Context: an optimization exercise on an open-source flow, tuned for small area, a short achievable clock period and few clock cycles per item. The choices shown serve that exercise and are no tape-out recipe. The RTL was checked by simulation tests, not by an equivalence proof against the original design. Power is estimated from default activity; no workload was simulated.

==> flow/design.v, too long to show whole: its modules and the start of the top module <==
// module pp_sel3: 5 lines
// module full_adder_module: 6 lines
// module ao21_cell: 5 lines
// module xor_cell: 5 lines
// module conv_top: 3587 lines
module conv_top(clk, rst, start, image, filter, ready, result);
  // ...
==> flow/flow/run.sh <==
#!/bin/bash
# Own flow: the standard layout (standard.sh), except that the port
# buffers use sky130_fd_sc_hd__buf_2 instead of the resizer's default delay
# buffer. Every input and output port still gets its own buffer.
set -euo pipefail
export BUFFER_PORTS_ARGS="-buffer_cell sky130_fd_sc_hd__buf_2"
bash standard.sh > standard.log 2>&1
==> flow/standard.sh <==
#!/bin/bash
# synth_recipe.tcl (not shown) runs the flow's synth.tcl, then flattens the netlist and writes it again
# the make line also repeats each setting of config.mk as NAME=value (left out here)
make -C /OpenROAD-flow-scripts/flow DESIGN_CONFIG=/design/flow/config.mk WORK_HOME=/design/flow/orfs CLKGATE_MAP_FILE= SYNTH_SCRIPT=/design/flow/synth_recipe.tcl "${@:-finish}"
==> flow/config.mk <==
export PLATFORM = sky130hd
export DESIGN_NAME = conv_top
export DESIGN_NICKNAME = conv_top
export VERILOG_FILES = /design/flow/design.v
export SDC_FILE = /design/flow/constraint.sdc
export NUM_CORES = 4
export LEC_CHECK = 0
export CAP_MARGIN = 20
export CELL_PAD_IN_SITES_GLOBAL_PLACEMENT = 1
export CORE_MARGIN = 2
export CORE_UTILIZATION = 35
export GPL_TIMING_DRIVEN = 0
export PLACE_DENSITY = 0.5
export SETUP_SLACK_MARGIN = 2.5
export SLEW_MARGIN = 20
export SYNTH_HIERARCHICAL = 1
==> flow/constraint.sdc <==
create_clock -name core_clock -period 7.0 [get_ports {clk}]
set_input_delay 1.4000 -clock core_clock [delete_from_list [all_inputs] [get_ports {clk}]]
set_output_delay 1.4000 -clock core_clock [all_outputs]
set_load 0.01 [all_outputs]
==> impl_results.md, run 1 <==
- Status: finished clean
- Worst hold slack: 1.32 ns
- Seq_cells: 120
- Die Wd: 269 um
- Clock Path Buffers: 2
- Area Overhead vs Synth: 34.0%
- Top Usage Layer GRT: met2
- Clock sinks: 120
- Count of final hold-check violations: 0
- CP top delay family: XOR/XNOR gates
- CP endpoint kind: flip-flop
- Max FFs per register: 120
- Max FO, Critical Path: 3
- Synth cell types: 16
- Area of the multi-input gates: 22,700 um^2
- DRC Markers: 0
- Synth area leaders: fa_1 35%, a222oi_1 23%, edfxtp_1 15%
- Post-synth top cells: 576 x a222oi_1, 428 x fa_1, 373 x xor2_1
- Die area: 72,500 um^2
- Switch share: 0.479
- Post-Synthesis Cell Area: 24,600 um^2
- Initial Util: 0.353
- Syn nets: 2,716
- Critical path type: in2reg
- CTS tree: yes
- Hold WC Path Type: in2reg
- Post-synth EDFFs: 120
- Via/cell ratio: 7.51
- Seq/total area: 0.109
- Post-synthesis register bit count: 120
- Yosys warning total: 7
- Initial DRC count: 8,041
- Bufs and invs on worst path: 2
- Post-route cell area: 33,000 um^2
- Met3 WL: 25.5 mm
- Post_cts resized: 398
Testbench counts, summed over its fixed seeds: cycles 1,024, items 1,024.
==> inputs of run 2 (changes only) <==
--- a/flow/config.mk
+++ b/flow/config.mk
@@ -9,8 +9,8 @@
 export CELL_PAD_IN_SITES_GLOBAL_PLACEMENT = 1
 export CORE_MARGIN = 2
 export CORE_UTILIZATION = 35
-export GPL_TIMING_DRIVEN = 0
+export GPL_TIMING_DRIVEN = 1
 export PLACE_DENSITY = 0.5
-export SETUP_SLACK_MARGIN = 2.5
+export SETUP_SLACK_MARGIN = 2.0
 export SLEW_MARGIN = 20
 export SYNTH_HIERARCHICAL = 1
==> run 2 against run 1 <==
  * Still clean on timing, DRC and antenna
  * Count of clock-buffer cells in the layout stayed put
  * Die area stayed put
  * Synthesized cell count stayed put
  * Sequential cell count stayed put
  * First-iteration DRC count is 5.8% lower
  * Worst setup slack worse by 0.047 ns
  * Combinational power is 19% lower
  * Largest power group unchanged
  * Highest routed layer unchanged
==> impl_results.md, run 2 <==
- Tot Pwr: 11.8 mW (was 13.9 mW)
- Lkg Pwr: 10.2 nW (was 11.6 nW)
- Final period util: 0.734 (was 0.728)
- Hold-critical path depth: 3 (was 2)
- Die Y: 269 um (unchanged)
- Fmax: 195 MHz (was 196 MHz)
- Area leader, netlist: fa_1 (unchanged)
- Most common cell in the synthesized netlist: a222oi_1 (unchanged)
- Max Cap Violations: 0 (unchanged)
- Die Wd: 269 um (unchanged)
- PortBufs: 234 (unchanged)
- Largest Register: st_q (unchanged)
- Die area: 72,500 um^2 (unchanged)
- CTS root buf: clkbuf_16 (unchanged)
- Layout cell share with drive strength beyond 1: 0.191 (was 0.303)
- Cell count after synthesis: 2,073 (unchanged)
- Seq pwr share: 0.134 (was 0.111)
- Top flop regs: st_q: 120 flops (unchanged)
- RSZ-0062 raised after global routing: true (unchanged)
- Worst-path clk slew: 0.07 ns (about the same)
- Cells after DPL: 3,337 (was 3,282)
- Minimum clock period: 5.14 ns (was 5.09 ns)
- Fill count: 6,795 (was 6,428)
- Post-synth top cells: 576 x a222oi_1, 428 x fa_1, 373 x xor2_1 (unchanged)
- ANT nets after route: 0 (unchanged)
- Post-DP Area: 27,900 um^2 (was 28,400 um^2)
- Largest net degree at the start of global routing: 121 (was 33)
- Post-synthesis register bit count: 120 (unchanged)
- Transition time of the tightest slew-check pin: 1.17 ns (was 1.29 ns)
- Core Region: 69,800 um^2 (unchanged)
- Fin Setup TNS: 0 ns (unchanged)
- Vias: 25,288 (was 26,100)
- Initial antenna violation count: 11 (was 10)
- Switch share: 0.516 (was 0.479)
- Setup Viol. Count Final: 0 (unchanged)
- FP Rows: 97 (unchanged)
- Max FFs per register: 120 (unchanged)
- Layout Nets: 3,064 (was 3,161)
- Syn nets: 2,716 (unchanged)
- Fin cells: 3,377 (was 3,474)
- Most frequent cells in the layout: 576 x a222oi_1, 425 x fa_1, 336 x xor2_1 (was 576 x a222oi_1, 354 x fa_1, 268 x xor2_1)
- CP peak stage delay: 0.73 ns (was 0.67 ns)
- Pins Over Slew Limit: 0 (unchanged)
- Slew headroom: 0.219 (was 0.143)
- Dpl hpwl: 113 mm (was 108 mm)
- Commonest non-fill, non-tap cell in the layout: a222oi_1 (unchanged)
- Pwr per Cell Area: 411 nW/um^2 (was 420 nW/um^2)
- Pre-Repair DR Iteration Count: 17 (was 22)
- Area Overhead vs Synth: 17.0% (was 34.0%)
- CP cell instances: buf_2, and2_2, a21o_1, a21o_1, a21o_1, xor2_2, a222oi_1, fa_1, fa_1, fa_1 (was buf_16, buf_8, and2_4, a21o_4, a21o_4, a21o_4, xor2_4, a222oi_1, xor2_1, xor2_1, xor2_1, xor2_1, xor2_2, xor2_1, xor2_1)
- Worst hold slack: 1.52 ns (was 1.32 ns)
- Synth cell types: 16 (unchanged)
- Hold WC Path Type: in2reg (unchanged)
- Critical Path AT: 5.35 ns (was 5.42 ns)
- Critical path type: in2reg (unchanged)
- First-pass GRT wire length: 203 mm (was 208 mm)
- Share of synthesized registers carrying an async set or reset: 0 (unchanged)
- Yosys warning total: 7 (unchanged)
- Clock sinks: 120 (unchanged)
- CP endpoint kind: flip-flop (unchanged)
- Gpl congestion: 0.990 (was 0.972)
- H-tree level count: 4 (unchanged)
- WL per Instance: 44.5 um (was 45.5 um)
- Slowest stage cell, crit path: fa_1 (was a222oi_1)
- Synth area leaders: fa_1 35%, a222oi_1 23%, edfxtp_1 15% (unchanged)
- Top_reg_cell synth: edfxtp_1 (unchanged)
- Post-Synthesis Cell Area: 24,600 um^2 (unchanged)
- Post-route cell area: 28,800 um^2 (was 33,000 um^2)
- DRC Markers: 0 (unchanged)
- WL final: 150 mm (was 158 mm)
- Clock network fraction of total power: 0.083 (was 0.068)
- Hold Path End: st_q[63] (was st_q[61])
- Total grt overflow: 0 (unchanged)
- Synth top area share: 0.348 (unchanged)
- Int Power: 5.74 mW (was 7.23 mW)
- Synthesized area per cell: 11.9 um^2 (unchanged)
- Worst EP required: 7.21 ns (was 7.33 ns)
- Vias in the first global route: 24,705 (was 25,468)
- I/O pin cnt: 236 (unchanged)
- Net switching power: 6.10 mW (was 6.64 mW)
- Status: finished clean (unchanged)
- Initial DRC count: 7,578 (was 8,041)
- Clock Path Buffers: 2 (unchanged)
- Worst VDD drop: 0.000570 V (was 0.000764 V)
- Hold Startpoint: rst (unchanged)
- Tot GR Track Use: 0.402 (was 0.416)
- Comb power frac: 0.783 (was 0.821)
- Seq/Total Area, Yosys: 0.146 (unchanged)
- Initial Util: 0.353 (unchanged)
- Max FO, Critical Path: 12 (was 3)
- CTS tree: yes (unchanged)
- Via/cell ratio: 7.49 (was 7.51)
- Count of final hold-check violations: 0 (unchanged)
- CP startpoint kind: input pin (unchanged)
- Post-synth EDFFs: 120 (unchanged)
- Cts bufs inserted: 17 (unchanged)
[run 2: changes by cell type in the layout (fill, tap and decap cells not counted), sizes merged]
cell      previous run  this run
bufbuf               4         0
clkinvlp             2         4
inv                 24        26
buf                458       366
nor2b              130       129
clkinv              10         6
[run 2: layer usage]
metal  global-route usage  vias to the layer above  routed length, um
met5                    0                        -                 54
met4                0.182                        8               8490
met3                0.147                      422              22500
met2                0.589                     2389              63400
met1                0.528                    13105              55800
li1                     -                     9364                  -
[run 2: final cells by class]
| type | count | area, um^2 | area share |
|---|---|---|---|
| Multi-Input combinational cell | 1882 | 21000 | 0.729 |
| Timing Repair Buffer | 376 | 2320 | 0.0805 |
| Tap cell | 940 | 1180 | 0.0408 |
| Clock buffer | 17 | 425 | 0.0148 |
| Clock inverter | 15 | 176 | 0.00612 |
| Sequential cell | 120 | 3600 | 0.125 |
| Inverter | 24 | 90.1 | 0.00313 |
| Antenna cell | 3 | 7.51 | 0.000261 |
[run 2: how the worst max path moves through the flow]
stage / start / endpoint / slack, ns / cells after the start
6_report: filter[41] / st_q[115] / 1.86 / 10
5_1_grt: filter[41] / st_q[115] / 1.92 / 10
4_1_cts: filter[65] / st_q[29] / 2.01 / 13
3_5_place_dp: filter[57] / st_q[28] / 1.25 / 10
3_3_place_gp: filter[57] / st_q[28] / 1.32 / 10
2_1_floorplan: start / st_q[0] / 2.03 / 1
[run 2: power groups by stage]
stage / logic [mW] / registers [mW] / clock network, mW
after floorplan: 5.91 / 1.53 / 0
after global placement: 8.87 / 1.60 / 0
after detailed placement: 8.92 / 1.60 / 0
after CTS: 8.98 / 1.59 / 1.00
after global routing: 9.87 / 1.62 / 1.03
final: 9.27 / 1.59 / 0.982
[run 2: Yosys stat by module (local to each module, per instance)]
module             cells inside  times used
ao21_cell                     1          63
conv_top                    633           1
full_adder_module             1         428
pp_sel3                       1         576
xor_cell                      1         373
[run 2: cells by family (layout without fill, tap and decap cells)]
group | Yosys count | after routing | share of synthesized area
XOR/XNOR | 385 | 385 | 0.137
other | 1 | 4 | 0.000152
AND/OR/NAND/NOR | 417 | 417 | 0.0929
AO/OA/AOI/OAI | 639 | 639 | 0.253
flip-flops | 120 | 120 | 0.146
adder cells (fa/ha/maj) | 440 | 440 | 0.354
buffers and inverters | 71 | 432 | 0.0162
[run 2: through the flow]
stage / setup slack [ns] / utilization
4_1_cts: 2.01 / 0.409
5_1_grt: 1.92 / 0.413
2_1_floorplan: 2.03 / -
3_3_place_gp: 1.32 / 0.399
3_5_place_dp: 1.25 / 0.399
6_report: 1.86 / 0.413
[run 2: worst max-delay path, delay by kind of cell]
kind / cells / cell delay, ns
fa+ha+maj: 3 / 1.78
compound gates: 4 / 0.95
simple gates: 1 / 0.41
xor+xnor: 1 / 0.41
buf+inv: 1 / 0.37
[run 2: timing repair]
action / in CTS / in global routing
gates resized for setup: 13 / 35
hold buffers: 0 / 0
setup endpoints to repair: 35 / 25
setup buffers: 0 / 5
pin swaps: 2 / 12
==> inputs of run 3 (changes only) <==
--- a/flow/config.mk
+++ b/flow/config.mk
@@ -11,6 +11,6 @@
 export CORE_UTILIZATION = 35
 export GPL_TIMING_DRIVEN = 1
 export PLACE_DENSITY = 0.5
-export SETUP_SLACK_MARGIN = 2.0
+export SETUP_SLACK_MARGIN = 2.25
 export SLEW_MARGIN = 20
 export SYNTH_HIERARCHICAL = 1
==> run 3 against run 2 <==
  * Still clean
  * Core utilization grew 1.0 points
  * Worst setup slack gained 0.28 ns
  * Cell count grew 0.30%
  * Combinational power grew 4.9%
  * Critical path depth grew 2
  * Die area is the same
  * Global-route usage shrank 0.28 points
  * Largest cell class unchanged
==> impl_results.md, run 3 <==
- Pwr per Cell Area: 417 nW/um^2 (was 411 nW/um^2)
- Post-Synthesis Cell Area: 24,600 um^2 (unchanged)
- CP startpoint kind: input pin (unchanged)
- DRC Markers: 0 (unchanged)
- Synth area leaders: fa_1 35%, a222oi_1 23%, edfxtp_1 15% (unchanged)
- Setup Viol. Count Final: 0 (unchanged)
- Tot Pwr: 12.3 mW (was 11.8 mW)
- Slowest stage cell, crit path: a222oi_1 (was fa_1)
- Cts hold-fix bufs: 0 (unchanged)
- Register Area: 3600 um^2 (unchanged)
- Vias: 25,040 (was 25,288)
- WL final: 149 mm (was 150 mm)
- Syn nets: 2,716 (unchanged)
- CTS tree: yes (unchanged)
- Layout Nets: 3,076 (was 3,064)
- Worst hold slack: 1.27 ns (was 1.52 ns)
- Worst VDD drop: 0.000667 V (was 0.000570 V)
- Vias in the first global route: 24,812 (was 24,705)
- Die area: 72,500 um^2 (unchanged)
- Max FO, Critical Path: 7 (was 12)
- Total grt overflow: 0 (unchanged)
- Post-DP Area: 27,900 um^2 (unchanged)
- Area Overhead vs Synth: 20.0% (was 17.0%)
- Commonest non-fill, non-tap cell in the layout: a222oi_1 (unchanged)
- Yosys warning total: 7 (unchanged)
- Slew headroom: 0.169 (was 0.219)
- Cts bufs inserted: 17 (unchanged)
- Clock sinks: 120 (unchanged)
- Cells after DPL: 3,336 (was 3,337)
- Top_reg_cell synth: edfxtp_1 (unchanged)
- Seq/Total Area, Yosys: 0.146 (unchanged)
- Final Worst Setup Slack: 2.14 ns (was 1.86 ns)
- ANT nets after route: 0 (unchanged)
- I/O pin cnt: 236 (unchanged)
- Cell count after synthesis: 2,073 (unchanged)
- RSZ-0062 raised after global routing: true (unchanged)
- CP peak stage delay: 0.78 ns (was 0.73 ns)
- CP cell instances: buf_16, xor2_4, a21o_1, a21o_1, xor2_1, buf_4, buf_4, a222oi_1, fa_1, fa_1, fa_1, xor2_1 (was buf_2, and2_2, a21o_1, a21o_1, a21o_1, xor2_2, a222oi_1, fa_1, fa_1, fa_1)
- Largest net degree at the start of global routing: 62 (was 121)
- Critical path type: in2reg (unchanged)
- Lkg Pwr: 10.4 nW (was 10.2 nW)
- Via/cell ratio: 7.39 (was 7.49)
- Share of synthesized registers carrying an async set or reset: 0 (unchanged)
- Top flop regs: st_q: 120 flops (unchanged)
- Post-synth top cells: 576 x a222oi_1, 428 x fa_1, 373 x xor2_1 (unchanged)
- Largest Register: st_q (unchanged)
- FP Rows: 97 (unchanged)
- Dpl hpwl: 111 mm (was 113 mm)
- Area leader, netlist: fa_1 (unchanged)
- Finished Core Util: 0.423 (was 0.413)
- Initial Util: 0.353 (unchanged)
- Post-synthesis register bit count: 120 (unchanged)
- Most frequent cells in the layout: 576 x a222oi_1, 401 x fa_1, 311 x xor2_1 (was 576 x a222oi_1, 425 x fa_1, 336 x xor2_1)
- CTS root buf: clkbuf_16 (unchanged)
- Post-synth EDFFs: 120 (unchanged)
- Tot GR Track Use: 0.399 (was 0.402)
- Fill count: 6,789 (was 6,795)
- Worst EP required: 7.22 ns (was 7.21 ns)
- WL per Instance: 44.0 um (was 44.5 um)
- Post-route cell area: 29,500 um^2 (was 28,800 um^2)
- Most common cell in the synthesized netlist: a222oi_1 (unchanged)
- Final period util: 0.695 (was 0.734)
- Fin cells: 3,387 (was 3,377)
- Placement Setup Slack: 1.06 ns (was 1.25 ns)
- Area of the multi-input gates: 21,400 um^2 (was 21,000 um^2)
- Bufs and invs on worst path: 3 (was 1)
- First-pass GRT wire length: 202 mm (was 203 mm)
- Synth cell types: 16 (unchanged)
- Fmax: 206 MHz (was 195 MHz)
- Critical Path AT: 5.09 ns (was 5.35 ns)
- Initial antenna violation count: 3 (was 11)
- Synth top area share: 0.348 (unchanged)
- Count of final hold-check violations: 0 (unchanged)
- Max Cap Violations: 0 (unchanged)
- CP endpoint kind: flip-flop (unchanged)
- Pins Over Slew Limit: 0 (unchanged)
- Die Y: 269 um (unchanged)
- Fin Setup TNS: 0 ns (unchanged)
- H-tree level count: 4 (unchanged)
- CP top delay family: adder cells (unchanged)
- Pre-Repair DR Iteration Count: 22 (was 17)
- Die Wd: 269 um (unchanged)
- Initial DRC count: 6,670 (was 7,578)
- PortBufs: 234 (unchanged)
- Most frequent CP cell: fa_1
- Status: finished clean (unchanged)
- Hold WC Path Type: in2reg (unchanged)
- Worst-path clk slew: 0.07 ns (about the same)
- Transition time of the tightest slew-check pin: 1.24 ns (was 1.17 ns)
- Layout cell share with drive strength beyond 1: 0.220 (was 0.191)
- Gpl congestion: 1.01 (was 0.990)
- Max FFs per register: 120 (unchanged)
- Clock Path Buffers: 2 (unchanged)
- Minimum clock period: 4.86 ns (was 5.14 ns)
- Core Region: 69,800 um^2 (unchanged)
- Synthesized area per cell: 11.9 um^2 (unchanged)
-- run 3: cell count changes in the layout (fill, tap and decap cells not counted), sizes merged --
cell,before,now
clkinv,6,7
diode,3,1
bufbuf,0,1
bufinv,3,4
buf,366,379
clkbuf,27,25
clkinvlp,4,2
-- run 3: cell families (layout without fill, tap and decap cells) --
kind of cell / Yosys count / after routing / synth area share
other: 1 / 2 / 0.000152
flip-flops: 120 / 120 / 0.146
adder cells (fa/ha/maj): 440 / 440 / 0.354
AO/OA/AOI/OAI: 639 / 639 / 0.253
buffers and inverters: 71 / 444 / 0.0162
XOR/XNOR: 385 / 385 / 0.137
AND/OR/NAND/NOR: 417 / 417 / 0.0929
-- run 3: path summary, 6_finish.rpt --
check | start | to | slack, ns | cells past startpoint
hold / removal | rst | st_q[61] | 1.27 | 2
setup / recovery | filter[66] | st_q[119] | 2.14 | 12
-- run 3: layout make-up --
class | instances | share of cell area
Inverter | 24 | 0.00305
Tap cell | 940 | 0.0398
Sequential cell | 120 | 0.122
Clock inverter | 15 | 0.00682
Multi-Input combinational cell | 1882 | 0.725
Timing Repair Buffer | 388 | 0.0892
Clock buffer | 17 | 0.0144
Antenna cell | 1 | 0.0000847
-- run 3: per-layer routing --
metal / up-vias / wire [um] / share of wire / track usage
li1: 9359 / - / - / -
met1: 13067 / 55400 / 0.37 / 0.516
met2: 2204 / 62600 / 0.42 / 0.589
met3: 406 / 21600 / 0.15 / 0.151
met4: 4 / 9170 / 0.062 / 0.187
met5: - / 106 / 0.00071 / 0
-- run 3: power breakdown --
group          internal, mW  switching, mW
Sequential             1.41          0.168
Combinational          4.08           5.64
Clock                 0.596          0.423
Total                  6.09           6.23
-- run 3: per-module statistics from Yosys (local to each module, per instance) --
module | area [um^2] | cells | copies in the design | flip-flops and latches
ao21_cell | 7.51 | 1 | 63 | 0
conv_top | 6550 | 633 | 1 | 120
full_adder_module | 20.0 | 1 | 428 | 0
pp_sel3 | 10.0 | 1 | 576 | 0
xor_cell | 8.76 | 1 | 373 | 0
-- run 3: what timing repair did --
action                                  in CTS  in global routing
gates resized for setup                     75                108
pin swaps                                   22                 53
gates cloned                                 1                  1
endpoints found under the setup margin      80                 39
buffers inserted                             6                 10
==> inputs of run 4 (changes only) <==
==> flow/run.sh (new file) <==
#!/bin/bash
# synth_recipe.tcl (not shown) runs the flow's synth.tcl, then flattens the netlist and writes it again
# the make line also repeats each setting of config.mk as NAME=value (left out here)
make -C /OpenROAD-flow-scripts/flow DESIGN_CONFIG=/design/flow/config.mk WORK_HOME=/design/flow/orfs CLKGATE_MAP_FILE= SYNTH_SCRIPT=/design/flow/synth_recipe.tcl finish
--- a/flow/config.mk
+++ b/flow/config.mk
@@ -9,8 +9,8 @@
 export CELL_PAD_IN_SITES_GLOBAL_PLACEMENT = 1
 export CORE_MARGIN = 2
 export CORE_UTILIZATION = 35
-export GPL_TIMING_DRIVEN = 1
+export GPL_TIMING_DRIVEN = 0
 export PLACE_DENSITY = 0.5
-export SETUP_SLACK_MARGIN = 2.25
+export SETUP_SLACK_MARGIN = 2.0
 export SLEW_MARGIN = 20
 export SYNTH_HIERARCHICAL = 1
removed: flow/flow/run.sh
removed: flow/standard.sh
==> run 4 against run 3 <==
  * Largest power group unchanged
  * Non-clock buffer count down 17
  * Sequential share of layout area down 0.89 points
  * Worst setup slack worse by 0.30 ns
  * Sequential cell count unchanged
  * Critical endpoint is now st_q[89]
  * Clock power down 7%
  * Combinational power up 8%
  * Area after synthesis unchanged
  * Die area unchanged
==> impl_results.md, run 4 <==
- FP Rows: 97 (unchanged)
- CP endpoint kind: flip-flop (unchanged)
- Post-route cell area: 31,900 um^2 (was 29,500 um^2)
- Slew headroom: 0.0944 (was 0.169)
- Layout Nets: 3,060 (was 3,076)
- Core Region: 69,800 um^2 (unchanged)
- Worst VDD drop: 0.000702 V (was 0.000667 V)
- Hold Path End: st_q[62] (was st_q[61])
- Hold WC Path Type: in2reg (unchanged)
- Initial Util: 0.353 (unchanged)
- Final Worst Setup Slack: 1.83 ns (was 2.14 ns)
- Top Usage Layer GRT: met2 (unchanged)
- Most common cell in the synthesized netlist: a222oi_1 (unchanged)
- Top_reg_cell synth: edfxtp_1 (unchanged)
- GR Util met3: 0.165 (was 0.151)
- Lkg Pwr: 10.8 nW (was 10.4 nW)
- Fmax: 194 MHz (was 206 MHz)
- Seq pwr share: 0.119 (was 0.128)
- Cts hold-fix bufs: 0 (unchanged)
- Max FFs per register: 120 (unchanged)
- Slowest stage cell, crit path: nor2b_1 (was a222oi_1)
- CP cell instances: clkdlybuf4s50_1, nor2b_1, a222oi_1, fa_2, fa_1, xor2_2, xor2_1, xor2_1, xor2_1 (was buf_16, xor2_4, a21o_1, a21o_1, xor2_1, buf_4, buf_4, a222oi_1, fa_1, fa_1, fa_1, xor2_1)
- PortBufs: 234 (unchanged)
- Critical Path AT: 5.40 ns (was 5.09 ns)
- CP peak stage delay: 0.96 ns (was 0.78 ns)
- Seq/Total Area, Yosys: 0.146 (unchanged)
- First-pass GRT wire length: 199 mm (was 202 mm)
- DRC Markers: 0 (unchanged)
- Most frequent CP cell: xor2_1 (was fa_1)
- Final period util: 0.738 (was 0.695)
- Gpl congestion: 1.01 (about the same)
- Largest net degree at the start of global routing: 29 (was 62)
- Commonest non-fill, non-tap cell in the layout: a222oi_1 (unchanged)
- Placement Setup Slack: 0.255 ns (was 1.06 ns)
- Vias in the first global route: 25,058 (was 24,812)
- Count of final hold-check violations: 0 (unchanged)
- Hold-critical path depth: 2 (unchanged)
- Cts bufs inserted: 17 (unchanged)
- Die Wd: 269 um (unchanged)
- Dpl hpwl: 109 mm (was 111 mm)
- Synth cell types: 16 (unchanged)
- Pins Over Slew Limit: 0 (unchanged)
- M2 GR Usage: 0.570 (was 0.589)
- Int Power: 6.77 mW (was 6.09 mW)
- CP top delay family: simple AND/OR/NAND/NOR gates (was adder cells)
- Post-synthesis register bit count: 120 (unchanged)
- Post-Synthesis Cell Area: 24,600 um^2 (unchanged)
- Via/cell ratio: 7.45 (was 7.39)
- Worst EP required: 7.23 ns (was 7.22 ns)
- Share of synthesized registers carrying an async set or reset: 0 (unchanged)
- CP startpoint kind: input pin (unchanged)
- Cell count after synthesis: 2,073 (unchanged)
- Status: finished clean (unchanged)
- Max Cap Violations: 0 (unchanged)
- Largest Register: st_q (unchanged)
- Met1 GRT Util: 0.510 (was 0.516)
- Clock network fraction of total power: 0.073 (was 0.083)
- Die Y: 269 um (unchanged)
- Pre-Repair DR Iteration Count: 15 (was 22)
- Total grt overflow: 0 (unchanged)
- Synth area leaders: fa_1 35%, a222oi_1 23%, edfxtp_1 15% (unchanged)
- Synthesized area per cell: 11.9 um^2 (unchanged)
- Vias: 25,145 (was 25,040)
- Layout cell share with drive strength beyond 1: 0.172 (was 0.220)
- Initial antenna violation count: 4 (was 3)
- ANT nets after route: 0 (unchanged)
- Cells after DPL: 3,298 (was 3,336)
- Yosys warning total: 7 (unchanged)
- Area Overhead vs Synth: 29.5% (was 20.0%)
- Comb power frac: 0.808 (was 0.789)
- Post-DP Area: 29,700 um^2 (was 27,900 um^2)
- Critical path type: in2reg (unchanged)
- Synth top area share: 0.348 (unchanged)
- Post-synth top cells: 576 x a222oi_1, 428 x fa_1, 373 x xor2_1 (unchanged)
- Tot GR Track Use: 0.397 (was 0.399)
- Most frequent cells in the layout: 576 x a222oi_1, 413 x fa_1, 267 x xor2_1 (was 576 x a222oi_1, 401 x fa_1, 311 x xor2_1)
- Pwr per Cell Area: 407 nW/um^2 (was 417 nW/um^2)
- Switch share: 0.478 (was 0.506)
- CTS root buf: clkbuf_16 (unchanged)
- H-tree level count: 4 (unchanged)
- Minimum clock period: 5.17 ns (was 4.86 ns)
- WL final: 148 mm (was 149 mm)
- Fin cells: 3,373 (was 3,387)
- Hold Startpoint: start (was rst)
- I/O pin cnt: 236 (unchanged)
- Setup Viol. Count Final: 0 (unchanged)
- Clock Path Buffers: 2 (unchanged)
- Top flop regs: st_q: 120 flops (unchanged)
- Die area: 72,500 um^2 (unchanged)
- CTS tree: yes (unchanged)
- Syn nets: 2,716 (unchanged)
- Finished Core Util: 0.457 (was 0.423)
- Worst hold slack: 1.69 ns (was 1.27 ns)
- Max FO, Critical Path: 10 (was 7)
- Initial DRC count: 7,640 (was 6,670)
- Clock sinks: 120 (unchanged)
- WL per Instance: 43.9 um (was 44.0 um)
- Transition time of the tightest slew-check pin: 1.36 ns (was 1.24 ns)
- Bufs and invs on worst path: 1 (was 3)
- Area leader, netlist: fa_1 (unchanged)
- Worst-path clk slew: 0.06 ns (was 0.07 ns)
- Post-synth EDFFs: 120 (unchanged)
- RSZ-0062 raised after global routing: true (unchanged)
- Net switching power: 6.19 mW (was 6.23 mW)
==> run 4: cell counts after synthesis <==
Identical to the previous run, type by type.
==> run 4: metal layers <==
metal	vias up	share of wire
li1	9330	-
met1	13020	0.37
met2	2379	0.42
met3	414	0.16
met4	2	0.061
met5	-	0.000088
==> run 4: cells by family after synthesis <==
family	Yosys count	synth area share
compound gates	639	0.253
fa+ha+maj	440	0.354
simple gates	417	0.0929
xor+xnor	385	0.137
flops	120	0.146
buf+inv	71	0.0162
other cells	1	0.000152
==> run 4: through the flow <==
step / power (mW) / setup TNS (ns)
finish: 13.0 / 0
global route: 13.7 / 0
CTS: 12.7 / 0
detailed placement: 11.8 / 0
global placement: 11.6 / -64.88
floorplan: 7.44 / 0
==> run 4: power by group through the flow <==
stage | Combinational, mW | Sequential, mW | Clock [mW]
after global routing | 11.2 | 1.57 | 0.999
after global placement | 10.0 | 1.55 | 0
after floorplan | 5.91 | 1.53 | 0
final | 10.5 | 1.54 | 0.952
after CTS | 10.2 | 1.54 | 0.969
after detailed placement | 10.2 | 1.56 | 0
==> run 4: how the worst max path moves through the flow <==
stage / from / endpoint / slack, ns / cells after the start
floorplan: start / st_q[0] / 2.03 / 1
global placement: filter[9] / st_q[119] / -1.29 / 11
detailed placement: filter[68] / st_q[89] / 0.26 / 10
CTS: filter[21] / st_q[29] / 1.90 / 13
global route: filter[49] / st_q[58] / 1.94 / 15
finish: image[34] / st_q[89] / 1.83 / 9
==> run 4: repair_timing <==
item,CTS,global route
pin swaps,35,65
gates cloned,1,1
gates resized for setup,206,124
buffers inserted,9,28
endpoints found under the setup margin,112,34
==> run 4: final cells by class <==
cell class | count | area, um^2
inverters | 24 | 90.1
plain buffers | 47 | 419
clock inverters | 15 | 178
flip-flops and latches | 120 | 3600
diodes | 3 | 7.51
repair buffers | 324 | 3750
clock buffers | 17 | 425
multi-input cells | 1883 | 22200
well taps | 940 | 1180
fillers | 6488 | 37900
==> run 4: modules after synthesis (local to each module, per instance) <==
| module | flops+latches | area (um^2) | cells inside | copies in the design |
|---|---|---|---|---|
| xor_cell | 0 | 8.76 | 1 | 373 |
| conv_top | 120 | 6550 | 633 | 1 |
| pp_sel3 | 0 | 10.0 | 1 | 576 |
| full_adder_module | 0 | 20.0 | 1 | 428 |
| ao21_cell | 0 | 7.51 | 1 | 63 |

==> port drivers added, routing unchanged <==
Ports are ideal in the flow. The routed layouts listed here were re-timed in OpenROAD.
Step 1 assumes that a clkbuf_16 drives the clock port and a buf_2 every other input.
Step 2 times the ports against the registers' clock, not the clock port: input delays grow and output delays shrink by t, the midpoint of the rising clock arrivals with the driver on.
Slacks: ideal ports / drivers / drivers and shift; pairs: ideal ports / drivers.
run	t (ns)	setup WS [ns]	hold WS [ns]	worst setup path after step 2	worst slew at a driven data input, ns
run 1	0.556	1.906 / 1.800 / 1.244	1.316 / 1.280 / 1.836	input to register	0.29
run 2	0.548	1.859 / 1.895 / 1.347	1.524 / 1.483 / 1.882	input to register	0.05
run 3	0.548	2.137 / 2.061 / 1.513	1.266 / 1.219 / 1.767	input to register	0.23
run 4	0.556	1.834 / 1.865 / 1.308	1.685 / 1.643 / 2.199	input to register	0.08
After both steps setup and hold are still met in every run listed. The setup slack of run 1, which loses most, moves by -0.106 ns with the drivers and by -0.662 ns with both steps.
